From an optimization exercise on the open Yosys and OpenROAD flow, aimed at small area, a short achievable clock period and few clock cycles; shortcuts taken in it are not production practice.
For this run, only the layout was checked, not whether the RTL still works.
Power figures rest on the tool's default switching activity, not on a simulated workload.

[run.sh]
#!/bin/bash
# synth_recipe.tcl (not shown) runs the flow's synth.tcl, then flattens the netlist and writes it again
# the make line also repeats each setting of config.mk as NAME=value (left out here)
make -C /OpenROAD-flow-scripts/flow DESIGN_CONFIG=/design/flow/config.mk WORK_HOME=/design/flow/orfs CLKGATE_MAP_FILE= SYNTH_SCRIPT=/design/flow/synth_recipe.tcl finish
[config.mk]
export PLATFORM = sky130hd
export DESIGN_NAME = tinymoa_dcim
export DESIGN_NICKNAME = tinymoa_dcim
export VERILOG_FILES = /design/flow/design.v
export SDC_FILE = /design/flow/constraint.sdc
export NUM_CORES = 4
export LEC_CHECK = 0
export CAP_MARGIN = 20
export CORE_MARGIN = 2
export CORE_UTILIZATION = 80
export CTS_CLUSTER_DIAMETER = 200
export CTS_CLUSTER_SIZE = 25
export SETUP_SLACK_MARGIN = 4.75
export SLEW_MARGIN = 20
[constraint.sdc]
create_clock -name core_clock -period 7.5 [get_ports {clk}]
set_input_delay 1.5000 -clock core_clock [delete_from_list [all_inputs] [get_ports {clk}]]
set_output_delay 1.5000 -clock core_clock [all_outputs]
set_load 0.01 [all_outputs]
[design.v]
`default_nettype none
module dcim_colsum (
    input  wire         clk,
    input  wire [127:0] x,
    input  wire [10:0]  nb,
    output wire [10:0]  res
);
    reg p1_0;
    reg p1_1;
    reg p1_2;
    reg p1_3;
    reg p1_4;
    reg p1_5;
    reg p1_6;
    reg p1_7;
    reg p1_8;
    reg p1_9;
    reg p1_10;
    reg p1_11;
    reg p1_12;
    reg p1_13;
    reg p1_14;
    reg p1_15;
    reg p1_16;
    reg p1_17;
    reg p1_18;
    reg p1_19;
    reg p1_20;
    reg p1_21;
    reg p1_22;
    reg p1_23;
    reg p1_24;
    reg p1_25;
    reg p1_26;
    reg p1_27;
    reg p1_28;
    reg p1_29;
    reg p1_30;
    reg p1_31;
    reg p1_32;
    reg p1_33;
    reg p1_34;
    reg p1_35;
    reg p1_36;
    reg p1_37;
    reg p1_38;
    reg p1_39;
    reg p1_40;
    reg p1_41;
    reg p1_42;
    reg p1_43;
    reg p1_44;
    reg p1_45;
    reg p1_46;
    reg p1_47;
    reg p1_48;
    reg p2_49;
    reg p2_50;
    reg p2_51;
    reg p2_52;
    reg p2_53;
    reg p2_54;
    reg p2_55;
    reg p2_56;
    reg p2_57;
    reg p2_58;
    reg p2_59;
    reg p2_60;
    reg p2_61;
    reg p2_62;
    reg p2_63;
    reg p2_64;
    reg p2_65;
    reg p2_66;
    reg p2_67;
    reg p2_68;
    reg p2_69;
    reg p2_70;
    wire s1 = x[0] ^ x[1] ^ x[2];
    wire k2 = (x[0] & x[1]) | (x[0] & x[2]) | (x[1] & x[2]);
    wire s3 = x[3] ^ x[4] ^ x[5];
    wire k4 = (x[3] & x[4]) | (x[3] & x[5]) | (x[4] & x[5]);
    wire s5 = x[6] ^ x[7] ^ x[8];
    wire k6 = (x[6] & x[7]) | (x[6] & x[8]) | (x[7] & x[8]);
    wire s7 = x[9] ^ x[10] ^ x[11];
    wire k8 = (x[9] & x[10]) | (x[9] & x[11]) | (x[10] & x[11]);
    wire s9 = x[12] ^ x[13] ^ x[14];
    wire k10 = (x[12] & x[13]) | (x[12] & x[14]) | (x[13] & x[14]);
    wire s11 = x[15] ^ x[16] ^ x[17];
    wire k12 = (x[15] & x[16]) | (x[15] & x[17]) | (x[16] & x[17]);
    wire s13 = x[18] ^ x[19] ^ x[20];
    wire k14 = (x[18] & x[19]) | (x[18] & x[20]) | (x[19] & x[20]);
    wire s15 = x[21] ^ x[22] ^ x[23];
    wire k16 = (x[21] & x[22]) | (x[21] & x[23]) | (x[22] & x[23]);
    wire s17 = x[24] ^ x[25] ^ x[26];
    wire k18 = (x[24] & x[25]) | (x[24] & x[26]) | (x[25] & x[26]);
    wire s19 = x[27] ^ x[28] ^ x[29];
    wire k20 = (x[27] & x[28]) | (x[27] & x[29]) | (x[28] & x[29]);
    wire s21 = x[30] ^ x[31] ^ nb[1];
    wire k22 = (x[30] & x[31]) | (x[30] & nb[1]) | (x[31] & nb[1]);
    wire s23 = x[32] ^ x[33] ^ x[34];
    wire k24 = (x[32] & x[33]) | (x[32] & x[34]) | (x[33] & x[34]);
    wire s25 = x[35] ^ x[36] ^ x[37];
    wire k26 = (x[35] & x[36]) | (x[35] & x[37]) | (x[36] & x[37]);
    wire s27 = x[38] ^ x[39] ^ x[40];
    wire k28 = (x[38] & x[39]) | (x[38] & x[40]) | (x[39] & x[40]);
    wire s29 = x[41] ^ x[42] ^ x[43];
    wire k30 = (x[41] & x[42]) | (x[41] & x[43]) | (x[42] & x[43]);
    wire s31 = x[44] ^ x[45] ^ x[46];
    wire k32 = (x[44] & x[45]) | (x[44] & x[46]) | (x[45] & x[46]);
    wire s33 = x[47] ^ x[48] ^ x[49];
    wire k34 = (x[47] & x[48]) | (x[47] & x[49]) | (x[48] & x[49]);
    wire s35 = x[50] ^ x[51] ^ x[52];
    wire k36 = (x[50] & x[51]) | (x[50] & x[52]) | (x[51] & x[52]);
    wire s37 = x[53] ^ x[54] ^ x[55];
    wire k38 = (x[53] & x[54]) | (x[53] & x[55]) | (x[54] & x[55]);
    wire s39 = x[56] ^ x[57] ^ x[58];
    wire k40 = (x[56] & x[57]) | (x[56] & x[58]) | (x[57] & x[58]);
    wire s41 = x[59] ^ x[60] ^ x[61];
    wire k42 = (x[59] & x[60]) | (x[59] & x[61]) | (x[60] & x[61]);
    wire s43 = x[62] ^ x[63] ^ nb[2];
    wire k44 = (x[62] & x[63]) | (x[62] & nb[2]) | (x[63] & nb[2]);
    wire s45 = x[64] ^ x[65] ^ x[66];
    wire k46 = (x[64] & x[65]) | (x[64] & x[66]) | (x[65] & x[66]);
    wire s47 = x[67] ^ x[68] ^ x[69];
    wire k48 = (x[67] & x[68]) | (x[67] & x[69]) | (x[68] & x[69]);
    wire s49 = x[70] ^ x[71] ^ x[72];
    wire k50 = (x[70] & x[71]) | (x[70] & x[72]) | (x[71] & x[72]);
    wire s51 = x[73] ^ x[74] ^ x[75];
    wire k52 = (x[73] & x[74]) | (x[73] & x[75]) | (x[74] & x[75]);
    wire s53 = x[76] ^ x[77] ^ x[78];
    wire k54 = (x[76] & x[77]) | (x[76] & x[78]) | (x[77] & x[78]);
    wire s55 = x[79] ^ x[80] ^ x[81];
    wire k56 = (x[79] & x[80]) | (x[79] & x[81]) | (x[80] & x[81]);
    wire s57 = x[82] ^ x[83] ^ x[84];
    wire k58 = (x[82] & x[83]) | (x[82] & x[84]) | (x[83] & x[84]);
    wire s59 = x[85] ^ x[86] ^ x[87];
    wire k60 = (x[85] & x[86]) | (x[85] & x[87]) | (x[86] & x[87]);
    wire s61 = x[88] ^ x[89] ^ x[90];
    wire k62 = (x[88] & x[89]) | (x[88] & x[90]) | (x[89] & x[90]);
    wire s63 = x[91] ^ x[92] ^ x[93];
    wire k64 = (x[91] & x[92]) | (x[91] & x[93]) | (x[92] & x[93]);
    wire s65 = x[94] ^ x[95] ^ nb[3];
    wire k66 = (x[94] & x[95]) | (x[94] & nb[3]) | (x[95] & nb[3]);
    wire s67 = x[96] ^ x[97] ^ x[98];
    wire k68 = (x[96] & x[97]) | (x[96] & x[98]) | (x[97] & x[98]);
    wire s69 = x[99] ^ x[100] ^ x[101];
    wire k70 = (x[99] & x[100]) | (x[99] & x[101]) | (x[100] & x[101]);
    wire s71 = x[102] ^ x[103] ^ x[104];
    wire k72 = (x[102] & x[103]) | (x[102] & x[104]) | (x[103] & x[104]);
    wire s73 = x[105] ^ x[106] ^ x[107];
    wire k74 = (x[105] & x[106]) | (x[105] & x[107]) | (x[106] & x[107]);
    wire s75 = x[108] ^ x[109] ^ x[110];
    wire k76 = (x[108] & x[109]) | (x[108] & x[110]) | (x[109] & x[110]);
    wire s77 = x[111] ^ x[112] ^ x[113];
    wire k78 = (x[111] & x[112]) | (x[111] & x[113]) | (x[112] & x[113]);
    wire s79 = x[114] ^ x[115] ^ x[116];
    wire k80 = (x[114] & x[115]) | (x[114] & x[116]) | (x[115] & x[116]);
    wire s81 = x[117] ^ x[118] ^ x[119];
    wire k82 = (x[117] & x[118]) | (x[117] & x[119]) | (x[118] & x[119]);
    wire s83 = x[120] ^ x[121] ^ x[122];
    wire k84 = (x[120] & x[121]) | (x[120] & x[122]) | (x[121] & x[122]);
    wire s85 = x[123] ^ x[124] ^ x[125];
    wire k86 = (x[123] & x[124]) | (x[123] & x[125]) | (x[124] & x[125]);
    wire s87 = x[126] ^ x[127] ^ nb[4];
    wire k88 = (x[126] & x[127]) | (x[126] & nb[4]) | (x[127] & nb[4]);
    wire s89 = s1 ^ s3 ^ s5;
    wire k90 = (s1 & s3) | (s1 & s5) | (s3 & s5);
    wire s91 = s7 ^ s9 ^ s11;
    wire k92 = (s7 & s9) | (s7 & s11) | (s9 & s11);
    wire s93 = s13 ^ s15 ^ s17;
    wire k94 = (s13 & s15) | (s13 & s17) | (s15 & s17);
    wire s95 = k2 ^ k4 ^ k6;
    wire k96 = (k2 & k4) | (k2 & k6) | (k4 & k6);
    wire s97 = k8 ^ k10 ^ k12;
    wire k98 = (k8 & k10) | (k8 & k12) | (k10 & k12);
    wire s99 = k14 ^ k16 ^ k18;
    wire k100 = (k14 & k16) | (k14 & k18) | (k16 & k18);
    wire s101 = k20 ^ k22 ^ s23;
    wire k102 = (k20 & k22) | (k20 & s23) | (k22 & s23);
    wire s103 = s25 ^ s27 ^ s29;
    wire k104 = (s25 & s27) | (s25 & s29) | (s27 & s29);
    wire s105 = s31 ^ s33 ^ s35;
    wire k106 = (s31 & s33) | (s31 & s35) | (s33 & s35);
    wire s107 = s37 ^ s39 ^ s41;
    wire k108 = (s37 & s39) | (s37 & s41) | (s39 & s41);
    wire s109 = k24 ^ k26 ^ k28;
    wire k110 = (k24 & k26) | (k24 & k28) | (k26 & k28);
    wire s111 = k30 ^ k32 ^ k34;
    wire k112 = (k30 & k32) | (k30 & k34) | (k32 & k34);
    wire s113 = k36 ^ k38 ^ k40;
    wire k114 = (k36 & k38) | (k36 & k40) | (k38 & k40);
    wire s115 = k42 ^ k44 ^ s45;
    wire k116 = (k42 & k44) | (k42 & s45) | (k44 & s45);
    wire s117 = s47 ^ s49 ^ s51;
    wire k118 = (s47 & s49) | (s47 & s51) | (s49 & s51);
    wire s119 = s53 ^ s55 ^ s57;
    wire k120 = (s53 & s55) | (s53 & s57) | (s55 & s57);
    wire s121 = s59 ^ s61 ^ s63;
    wire k122 = (s59 & s61) | (s59 & s63) | (s61 & s63);
    wire s123 = k46 ^ k48 ^ k50;
    wire k124 = (k46 & k48) | (k46 & k50) | (k48 & k50);
    wire s125 = k52 ^ k54 ^ k56;
    wire k126 = (k52 & k54) | (k52 & k56) | (k54 & k56);
    wire s127 = k58 ^ k60 ^ k62;
    wire k128 = (k58 & k60) | (k58 & k62) | (k60 & k62);
    wire s129 = k64 ^ k66 ^ s67;
    wire k130 = (k64 & k66) | (k64 & s67) | (k66 & s67);
    wire s131 = s69 ^ s71 ^ s73;
    wire k132 = (s69 & s71) | (s69 & s73) | (s71 & s73);
    wire s133 = s75 ^ s77 ^ s79;
    wire k134 = (s75 & s77) | (s75 & s79) | (s77 & s79);
    wire s135 = s81 ^ s83 ^ s85;
    wire k136 = (s81 & s83) | (s81 & s85) | (s83 & s85);
    wire s137 = k68 ^ k70 ^ k72;
    wire k138 = (k68 & k70) | (k68 & k72) | (k70 & k72);
    wire s139 = k74 ^ k76 ^ k78;
    wire k140 = (k74 & k76) | (k74 & k78) | (k76 & k78);
    wire s141 = k80 ^ k82 ^ k84;
    wire k142 = (k80 & k82) | (k80 & k84) | (k82 & k84);
    wire s143 = k86 ^ k88 ^ nb[5];
    wire k144 = (k86 & k88) | (k86 & nb[5]) | (k88 & nb[5]);
    wire s145 = s89 ^ s91 ^ s93;
    wire k146 = (s89 & s91) | (s89 & s93) | (s91 & s93);
    wire s147 = k90 ^ k92 ^ k94;
    wire k148 = (k90 & k92) | (k90 & k94) | (k92 & k94);
    wire s149 = s95 ^ s97 ^ s99;
    wire k150 = (s95 & s97) | (s95 & s99) | (s97 & s99);
    wire s151 = s101 ^ s103 ^ s105;
    wire k152 = (s101 & s103) | (s101 & s105) | (s103 & s105);
    wire s153 = k96 ^ k98 ^ k100;
    wire k154 = (k96 & k98) | (k96 & k100) | (k98 & k100);
    wire s155 = k102 ^ k104 ^ k106;
    wire k156 = (k102 & k104) | (k102 & k106) | (k104 & k106);
    wire s157 = k108 ^ s109 ^ s111;
    wire k158 = (k108 & s109) | (k108 & s111) | (s109 & s111);
    wire s159 = s113 ^ s115 ^ s117;
    wire k160 = (s113 & s115) | (s113 & s117) | (s115 & s117);
    wire s161 = s119 ^ s121 ^ s65;
    wire k162 = (s119 & s121) | (s119 & s65) | (s121 & s65);
    wire s163 = k110 ^ k112 ^ k114;
    wire k164 = (k110 & k112) | (k110 & k114) | (k112 & k114);
    wire s165 = k116 ^ k118 ^ k120;
    wire k166 = (k116 & k118) | (k116 & k120) | (k118 & k120);
    wire s167 = k122 ^ s123 ^ s125;
    wire k168 = (k122 & s123) | (k122 & s125) | (s123 & s125);
    wire s169 = s127 ^ s129 ^ s131;
    wire k170 = (s127 & s129) | (s127 & s131) | (s129 & s131);
    wire s171 = s133 ^ s135 ^ s87;
    wire k172 = (s133 & s135) | (s133 & s87) | (s135 & s87);
    wire s173 = k124 ^ k126 ^ k128;
    wire k174 = (k124 & k126) | (k124 & k128) | (k126 & k128);
    wire s175 = k130 ^ k132 ^ k134;
    wire k176 = (k130 & k132) | (k130 & k134) | (k132 & k134);
    wire s177 = k136 ^ s137 ^ s139;
    wire k178 = (k136 & s137) | (k136 & s139) | (s137 & s139);
    wire s179 = k138 ^ k140 ^ k142;
    wire k180 = (k138 & k140) | (k138 & k142) | (k140 & k142);
    wire s181 = p1_1 ^ p1_2 ^ p1_3;
    wire k182 = (p1_1 & p1_2) | (p1_1 & p1_3) | (p1_2 & p1_3);
    wire s183 = p1_4 ^ p1_5 ^ p1_6;
    wire k184 = (p1_4 & p1_5) | (p1_4 & p1_6) | (p1_5 & p1_6);
    wire s185 = p1_7 ^ p1_8 ^ p1_9;
    wire k186 = (p1_7 & p1_8) | (p1_7 & p1_9) | (p1_8 & p1_9);
    wire s187 = p1_10 ^ p1_11 ^ p1_12;
    wire k188 = (p1_10 & p1_11) | (p1_10 & p1_12) | (p1_11 & p1_12);
    wire s189 = p1_13 ^ p1_14 ^ p1_15;
    wire k190 = (p1_13 & p1_14) | (p1_13 & p1_15) | (p1_14 & p1_15);
    wire s191 = p1_18 ^ p1_19 ^ p1_20;
    wire k192 = (p1_18 & p1_19) | (p1_18 & p1_20) | (p1_19 & p1_20);
    wire s193 = p1_21 ^ p1_22 ^ p1_23;
    wire k194 = (p1_21 & p1_22) | (p1_21 & p1_23) | (p1_22 & p1_23);
    wire s195 = p1_24 ^ p1_25 ^ p1_26;
    wire k196 = (p1_24 & p1_25) | (p1_24 & p1_26) | (p1_25 & p1_26);
    wire s197 = p1_28 ^ p1_29 ^ p1_30;
    wire k198 = (p1_28 & p1_29) | (p1_28 & p1_30) | (p1_29 & p1_30);
    wire s199 = p1_31 ^ p1_32 ^ p1_33;
    wire k200 = (p1_31 & p1_32) | (p1_31 & p1_33) | (p1_32 & p1_33);
    wire s201 = p1_34 ^ p1_35 ^ p1_36;
    wire k202 = (p1_34 & p1_35) | (p1_34 & p1_36) | (p1_35 & p1_36);
    wire s203 = p1_38 ^ p1_39 ^ p1_40;
    wire k204 = (p1_38 & p1_39) | (p1_38 & p1_40) | (p1_39 & p1_40);
    wire s205 = p1_41 ^ p1_42 ^ p1_43;
    wire k206 = (p1_41 & p1_42) | (p1_41 & p1_43) | (p1_42 & p1_43);
    wire s207 = k182 ^ s183 ^ s185;
    wire k208 = (k182 & s183) | (k182 & s185) | (s183 & s185);
    wire s209 = k184 ^ k186 ^ s187;
    wire k210 = (k184 & k186) | (k184 & s187) | (k186 & s187);
    wire s211 = s189 ^ p1_16 ^ p1_17;
    wire k212 = (s189 & p1_16) | (s189 & p1_17) | (p1_16 & p1_17);
    wire s213 = k188 ^ k190 ^ s191;
    wire k214 = (k188 & k190) | (k188 & s191) | (k190 & s191);
    wire s215 = s193 ^ s195 ^ p1_27;
    wire k216 = (s193 & s195) | (s193 & p1_27) | (s195 & p1_27);
    wire s217 = k192 ^ k194 ^ k196;
    wire k218 = (k192 & k194) | (k192 & k196) | (k194 & k196);
    wire s219 = s197 ^ s199 ^ s201;
    wire k220 = (s197 & s199) | (s197 & s201) | (s199 & s201);
    wire s221 = k198 ^ k200 ^ k202;
    wire k222 = (k198 & k200) | (k198 & k202) | (k200 & k202);
    wire s223 = k204 ^ k206 ^ p1_44;
    wire k224 = (k204 & k206) | (k204 & p1_44) | (k206 & p1_44);
    wire s225 = k208 ^ s209 ^ s211;
    wire k226 = (k208 & s209) | (k208 & s211) | (s209 & s211);
    wire s227 = k210 ^ k212 ^ s213;
    wire k228 = (k210 & k212) | (k210 & s213) | (k212 & s213);
    wire s229 = k214 ^ k216 ^ s217;
    wire k230 = (k214 & k216) | (k214 & s217) | (k216 & s217);
    wire s231 = k218 ^ k220 ^ s221;
    wire k232 = (k218 & k220) | (k218 & s221) | (k220 & s221);
    wire s233 = k222 ^ s223 ^ p1_45;
    wire k234 = (k222 & s223) | (k222 & p1_45) | (s223 & p1_45);
    wire s235 = p2_53 ^ p2_54 ^ p2_55;
    wire k236 = (p2_53 & p2_54) | (p2_53 & p2_55) | (p2_54 & p2_55);
    wire s237 = p2_56 ^ p2_57 ^ p2_58;
    wire k238 = (p2_56 & p2_57) | (p2_56 & p2_58) | (p2_57 & p2_58);
    wire s239 = p2_60 ^ p2_61 ^ p2_62;
    wire k240 = (p2_60 & p2_61) | (p2_60 & p2_62) | (p2_61 & p2_62);
    wire s241 = p2_66 ^ p2_67 ^ p2_68;
    wire k242 = (p2_66 & p2_67) | (p2_66 & p2_68) | (p2_67 & p2_68);
    wire s243 = k236 ^ s237 ^ p2_59;
    wire k244 = (k236 & s237) | (k236 & p2_59) | (s237 & p2_59);
    wire s245 = k238 ^ s239 ^ p2_63;
    wire k246 = (k238 & s239) | (k238 & p2_63) | (s239 & p2_63);
    wire s247 = k240 ^ p2_64 ^ p2_65;
    wire k248 = (k240 & p2_64) | (k240 & p2_65) | (p2_64 & p2_65);
    always @(posedge clk) begin
        p1_0 <= nb[0];
        p1_1 <= s145;
        p1_2 <= s19;
        p1_3 <= s21;
        p1_4 <= k146;
        p1_5 <= s147;
        p1_6 <= s149;
        p1_7 <= s151;
        p1_8 <= s107;
        p1_9 <= s43;
        p1_10 <= k148;
        p1_11 <= k150;
        p1_12 <= k152;
        p1_13 <= s153;
        p1_14 <= s155;
        p1_15 <= s157;
        p1_16 <= s159;
        p1_17 <= s161;
        p1_18 <= k154;
        p1_19 <= k156;
        p1_20 <= k158;
        p1_21 <= k160;
        p1_22 <= k162;
        p1_23 <= s163;
        p1_24 <= s165;
        p1_25 <= s167;
        p1_26 <= s169;
        p1_27 <= s171;
        p1_28 <= k164;
        p1_29 <= k166;
        p1_30 <= k168;
        p1_31 <= k170;
        p1_32 <= k172;
        p1_33 <= s173;
        p1_34 <= s175;
        p1_35 <= s177;
        p1_36 <= s141;
        p1_37 <= s143;
        p1_38 <= k174;
        p1_39 <= k176;
        p1_40 <= k178;
        p1_41 <= s179;
        p1_42 <= k144;
        p1_43 <= nb[6];
        p1_44 <= k180;
        p1_45 <= nb[7];
        p1_46 <= nb[8];
        p1_47 <= nb[9];
        p1_48 <= nb[10];
        p2_49 <= p1_0;
        p2_50 <= s181;
        p2_51 <= s207;
        p2_52 <= s225;
        p2_53 <= k226;
        p2_54 <= s227;
        p2_55 <= s215;
        p2_56 <= k228;
        p2_57 <= s229;
        p2_58 <= s219;
        p2_59 <= p1_37;
        p2_60 <= k230;
        p2_61 <= s231;
        p2_62 <= s203;
        p2_63 <= s205;
        p2_64 <= k232;
        p2_65 <= s233;
        p2_66 <= k234;
        p2_67 <= k224;
        p2_68 <= p1_46;
        p2_69 <= p1_47;
        p2_70 <= p1_48;
    end
    wire [10:0] row0 = {p2_70, k242, k248, k246, k244, s243, s235, p2_52, p2_51, p2_50, p2_49};
    wire [10:0] row1 = {1'b0, p2_69, s241, s247, s245, 1'b0, 1'b0, 1'b0, 1'b0, 1'b0, 1'b0};
    assign res = row0 + row1;
endmodule
`default_nettype none
`timescale 1ns / 1ps
module tinymoa_dcim (
    input clk,
    input nrst,
    output reg        mmio_ready,
    input             mmio_write,
    input      [31:0] mmio_wdata,
    input             mmio_read,
    output     [31:0] mmio_rdata,
    input      [5:0]  mmio_addr,
    input      [31:0] mem_rdata,
    output     [31:0] mem_wdata,
    output reg        mem_write,
    output reg        mem_read,
    output reg [9:0]  mem_addr
);
    reg        cfg_reload;
    reg [2:0]  cfg_prec;
    reg [9:0]  cfg_wbase;
    reg [9:0]  cfg_abase;
    reg [9:0]  cfg_rbase;
    reg [5:0]  cfg_n;
    reg        busy;
    reg        done;
    reg [9:0]  rdata_q;           
    assign mmio_rdata = {22'd0, rdata_q};
    wire [3:0] reg_idx = mmio_addr[5:2];
    wire       start   = mmio_write && (reg_idx == 4'd0) && mmio_wdata[0] && !busy;
    always @(posedge clk or negedge nrst) begin
        if (!nrst) begin
            cfg_reload <= 1'b1;
            cfg_prec   <= 3'd1;
            cfg_wbase  <= 10'h180;
            cfg_abase  <= 10'h1A0;
            cfg_rbase  <= 10'h1B0;
            cfg_n      <= 6'd32;
            mmio_ready <= 1'b0;
        end else begin
            mmio_ready <= mmio_write | mmio_read;
            if (mmio_write) begin
                case (reg_idx)
                    4'd0: {cfg_reload, cfg_prec} <= mmio_wdata[4:1];
                    4'd2: cfg_wbase <= mmio_wdata[9:0];
                    4'd3: cfg_abase <= mmio_wdata[9:0];
                    4'd4: cfg_rbase <= mmio_wdata[9:0];
                    4'd5: cfg_n     <= mmio_wdata[5:0];
                    default: ;
                endcase
            end
        end
    end
    always @(posedge clk) begin
        case (reg_idx)
            4'd0: rdata_q <= {5'd0, cfg_reload, cfg_prec, 1'b0};
            4'd1: rdata_q <= {8'd0, done, busy};
            4'd2: rdata_q <= cfg_wbase;
            4'd3: rdata_q <= cfg_abase;
            4'd4: rdata_q <= cfg_rbase;
            4'd5: rdata_q <= {4'd0, cfg_n};
            default: rdata_q <= 10'd0;
        endcase
    end
    reg [4:0] rs, nph, rr;
    always @(posedge clk) begin
        rs  <= rs + 5'd1;
        nph <= 5'd0 - rs;
        rr  <= 5'd0 - (rs + 5'd3);
    end
    wire [31:0] rot0 = rs[0] ? {mem_rdata[30:0], mem_rdata[31]} : mem_rdata;
    wire [31:0] rot1 = rs[1] ? {rot0[29:0], rot0[31:30]}         : rot0;
    wire [31:0] rot2 = rs[2] ? {rot1[27:0], rot1[31:28]}         : rot1;
    wire [31:0] rot3 = rs[3] ? {rot2[23:0], rot2[31:24]}         : rot2;
    wire [31:0] rot  = rs[4] ? {rot3[15:0], rot3[31:16]}         : rot3;
    reg [3:0] tag0;
    reg [3:0] ld_act;
    reg       ld_row;
    reg [31:0] T [0:31];
    reg [31:0] A [0:3];
    reg [31:0] V;
    genvar gx, gp;
    generate
        for (gx = 1; gx < 32; gx = gx + 1) begin : g_torus
            always @(posedge clk)
                T[gx] <= {T[gx-1][30:0], T[gx-1][31] & V[gx-1]};
        end
        for (gp = 0; gp < 4; gp = gp + 1) begin : g_act
            always @(posedge clk)
                A[gp] <= ld_act[gp] ? rot : {A[gp][30:0], A[gp][31]};
        end
    endgenerate
    always @(posedge clk)
        T[0] <= ld_row ? rot : {T[31][30:0], T[31][31] & V[31]};
    always @(posedge clk or negedge nrst) begin
        if (!nrst) V <= 32'd0;
        else       V <= {V[30:0], V[31] | ld_row};
    end
    reg  [3:0]   plane_en;
    reg  [10:0]  nb;             
    wire [127:0] xb;
    genvar gj;
    generate
        for (gj = 0; gj < 32; gj = gj + 1) begin : g_x
            wire w = T[gj][0];
            assign xb[gj]      = plane_en[0] & ~(w ^ A[0][gj]);
            assign xb[32 + gj] = plane_en[1] & ~(w ^ A[1][gj]);
            assign xb[64 + gj] = plane_en[2] & ~(w ^ A[2][gj]);
            assign xb[96 + gj] = plane_en[3] & ~(w ^ A[3][gj]);
        end
    endgenerate
    wire [10:0] res;
    dcim_colsum u_sum (.clk(clk), .x(xb), .nb(nb), .res(res));
    reg [10:0] wdata_q;
    reg        sign_q;
    assign mem_wdata = {{11{sign_q}}, {10{wdata_q[10]}}, wdata_q};
    reg [10:0] nsh;
    always @(posedge clk) begin
        nsh <= {5'd0, cfg_n} << cfg_prec;
        nb  <= {5'd0, cfg_n} - nsh;
    end
    localparam S_IDLE = 3'd0;
    localparam S_ACT  = 3'd1;
    localparam S_ROW  = 3'd2;
    localparam S_WAIT = 3'd3;
    localparam S_COMP = 3'd4;
    reg [2:0] state;
    reg [4:0] cnt;
    reg [1:0] pm1;               
    reg       rl;                
    reg       va, vb;            
    reg       la, lb;            
    wire [4:0] cb = nph + 5'd2;  
    wire [1:0] st_p   = mmio_wdata[2:1] - 2'd1;
    wire       row_ld = ({1'b0, rr} < cfg_n);
    always @(posedge clk or negedge nrst) begin
        if (!nrst) begin
            state     <= S_IDLE;
            cnt       <= 5'd0;
            busy      <= 1'b0;
            done      <= 1'b0;
            mem_read  <= 1'b0;
            mem_write <= 1'b0;
            tag0      <= 4'd0;
            ld_act    <= 4'd0;
            ld_row    <= 1'b0;
            va        <= 1'b0;
            vb        <= 1'b0;
            la        <= 1'b0;
            lb        <= 1'b0;
        end else begin
            mem_read  <= 1'b0;
            tag0      <= 4'd0;
            ld_act    <= {tag0[3] & ~tag0[2] & (tag0[1:0] == 2'd3),
                          tag0[3] & ~tag0[2] & (tag0[1:0] == 2'd2),
                          tag0[3] & ~tag0[2] & (tag0[1:0] == 2'd1),
                          tag0[3] & ~tag0[2] & (tag0[1:0] == 2'd0)};
            ld_row    <= tag0[3] & tag0[2] & tag0[0];
            va        <= (state == S_COMP);
            la        <= (state == S_COMP) && (cnt == 5'd31);
            vb        <= va;
            lb        <= la;
            mem_write <= vb && ({1'b0, cb} < cfg_n);
            cnt       <= cnt + 5'd1;
            case (state)
                S_IDLE: begin
                    cnt <= 5'd1;
                    if (start) begin
                        busy     <= 1'b1;
                        done     <= 1'b0;
                        mem_read <= 1'b1;
                        tag0     <= 4'b1000;
                        if (st_p != 2'd0)
                            state <= S_ACT;
                        else if (mmio_wdata[4]) begin
                            state <= S_ROW;
                            cnt   <= 5'd0;
                        end else begin
                            state <= S_WAIT;
                            cnt   <= 5'd0;
                        end
                    end
                end
                S_ACT: begin
                    mem_read <= 1'b1;
                    tag0     <= {2'b10, cnt[1:0]};
                    if (cnt[1:0] == pm1) begin
                        state <= rl ? S_ROW : S_WAIT;
                        cnt   <= 5'd0;
                    end
                end
                S_ROW: begin
                    mem_read <= row_ld;
                    tag0     <= {3'b110, row_ld};
                    if (cnt == 5'd31) state <= S_WAIT;
                end
                S_WAIT: begin
                    if (cnt[0]) begin
                        state <= S_COMP;
                        cnt   <= 5'd0;
                    end
                end
                S_COMP: begin
                    if (cnt == 5'd31) state <= S_IDLE;
                end
                default: state <= S_IDLE;
            endcase
            if (lb) begin
                busy <= 1'b0;
                done <= 1'b1;
            end
        end
    end
    always @(posedge clk) begin
        if (state == S_IDLE) begin
            plane_en <= {mmio_wdata[3:1] > 3'd3, mmio_wdata[3:1] > 3'd2,
                         mmio_wdata[3:1] > 3'd1, mmio_wdata[3:1] > 3'd0};
            pm1      <= st_p;
            rl       <= mmio_wdata[4];
        end
        wdata_q <= res;
        sign_q  <= res[10] & res[9];
        if (vb)
            mem_addr <= cfg_rbase + {5'd0, cb};
        else if (state == S_ROW)
            mem_addr <= cfg_wbase + {5'd0, rr};
        else if (state == S_ACT)
            mem_addr <= cfg_abase + {8'd0, cnt[1:0]};
        else
            mem_addr <= cfg_abase;
    end
endmodule
==> summary.txt <==
worst max-delay path by stage:
stage	startpoint	to	depth (start not counted)	slack, ns
floorplan	mem_rdata[25]	A[0][16]	5	4.59
global placement	mmio_addr[2]	cfg_n[0]	4	3.25
detailed placement	mem_rdata[2]	T[0][31]	7	3.25
power by group through the flow:
| stage | Clock [mW] | Combinational, mW | Sequential (mW) |
|---|---|---|---|
| floorplan | 0 | 3.47 | 8.93 |
| detailed placement | 0 | 5.56 | 9.28 |
| global placement | 0 | 4.79 | 9.11 |
synthesized netlist by cell type, types with 4 or more instances:
master                      instances
sky130_fd_sc_hd__a211oi_1           7
sky130_fd_sc_hd__a211oi_2           6
sky130_fd_sc_hd__a21boi_0           5
sky130_fd_sc_hd__a21o_1            14
sky130_fd_sc_hd__a21oi_1           21
sky130_fd_sc_hd__a221o_1           11
sky130_fd_sc_hd__a221oi_1           9
sky130_fd_sc_hd__a221oi_2          31
sky130_fd_sc_hd__a222oi_1           4
sky130_fd_sc_hd__a22o_1             6
sky130_fd_sc_hd__a22oi_1           26
sky130_fd_sc_hd__and2_1            89
sky130_fd_sc_hd__and3_1             4
sky130_fd_sc_hd__buf_1              8
sky130_fd_sc_hd__buf_2              7
sky130_fd_sc_hd__buf_4             47
sky130_fd_sc_hd__clkbuf_1          94
sky130_fd_sc_hd__dfrtp_1           86
sky130_fd_sc_hd__dfstp_2           12
sky130_fd_sc_hd__dfxtp_1         1290
sky130_fd_sc_hd__edfxtp_1           7
sky130_fd_sc_hd__fa_1             129
sky130_fd_sc_hd__ha_1              43
sky130_fd_sc_hd__inv_1            172
sky130_fd_sc_hd__mux2_2           201
sky130_fd_sc_hd__mux2i_1           37
sky130_fd_sc_hd__nand2_1          151
sky130_fd_sc_hd__nand2b_1          10
sky130_fd_sc_hd__nand3_1            5
sky130_fd_sc_hd__nand4_1            6
sky130_fd_sc_hd__nor2_1            39
sky130_fd_sc_hd__nor2b_1           10
sky130_fd_sc_hd__nor3_1             7
sky130_fd_sc_hd__o211ai_1           5
sky130_fd_sc_hd__o21ai_0           44
sky130_fd_sc_hd__o221a_2            5
sky130_fd_sc_hd__o221ai_1           6
sky130_fd_sc_hd__o22ai_1           39
sky130_fd_sc_hd__o2bb2ai_1          9
sky130_fd_sc_hd__or2_2              5
sky130_fd_sc_hd__xnor2_1          153
sky130_fd_sc_hd__xor2_1            20
cells by family after synthesis:
logic type | share of synthesized area, %
flops | 69.06
simple gates | 4.174
buf+inv | 3.553
compound gates | 5.339
mux | 6.633
xor+xnor | 3.671
fa+ha+maj | 7.561
other cells | 0.009086
stage by stage:
step	instance area, um^2	setup WS, ns
after global placement	42640	3.250
after floorplan	41500	4.590
after detailed placement	42650	3.247
==> summary.txt <==
- The Yosys step of the flow raised 4 warnings.
- The tool reported: "[ERROR DPL-0033] detailed placement checks failed during check placement".
- The post-DP HPWL is 67.59 mm.
- Counting along the longest clock path gives a buffer depth of 3.
- In this run, CTS created clock tree buffers numbering 61.
- The proportion of netlist area held by the largest area contributor is 62.57%.
- The number of placed instances, taps included, is 3592.
- The unique cell type count in the Yosys netlist is 78.
- For this run, the register share of the synthesized area comes to 69.06%.
- The most common flop cell mapped by yosys is sky130_fd_sc_hd__dfxtp_1.
- The stage where the flow stopped is clock tree synthesis (4_1_cts).
- Post-CTS timing repair inserted 80 buffers for setup.
- The H-tree level count is 2.
- The top-level port count is 151.
- The initial core utilization is 80.61%.
- After floorplanning, the core was divided into 83 placement rows.
- At the end of routability-driven placement, the weighted congestion stood at 0.8880.
- The die height is 231.1 um.
- The flop and latch count out of synthesis is 1395.
- The number of sinks handled by clock tree synthesis is 1395.
- The mapped netlist covers 0.04127 mm^2.
- Hold repair after CTS inserted 0 buffers.
- In this run the mean area of a mapped cell was 14.06 um^2.
- The die outline width is 231.1 um.
- In the post-synthesis netlist, the biggest area contributors are sky130_fd_sc_hd__dfxtp_1 63%, sky130_fd_sc_hd__fa_1 6.3%, sky130_fd_sc_hd__mux2_2 5.5%.
- For this run, asynchronously set or reset flops after synthesis account for 7.025%.
- The root buffer cell chosen for the clock tree is sky130_fd_sc_hd__clkbuf_16.
- The number of resized instances in the post-cts repair step is 459.
- The synthesized design spends more area on one cell type than any other, namely sky130_fd_sc_hd__dfxtp_1.
- Counting flops with a built-in enable in the synthesized netlist gives 7.
- The run stopped with a tool error.
- The count of buffers from port buffering is 104.
- In the synthesized netlist, the number of instances is 2935.
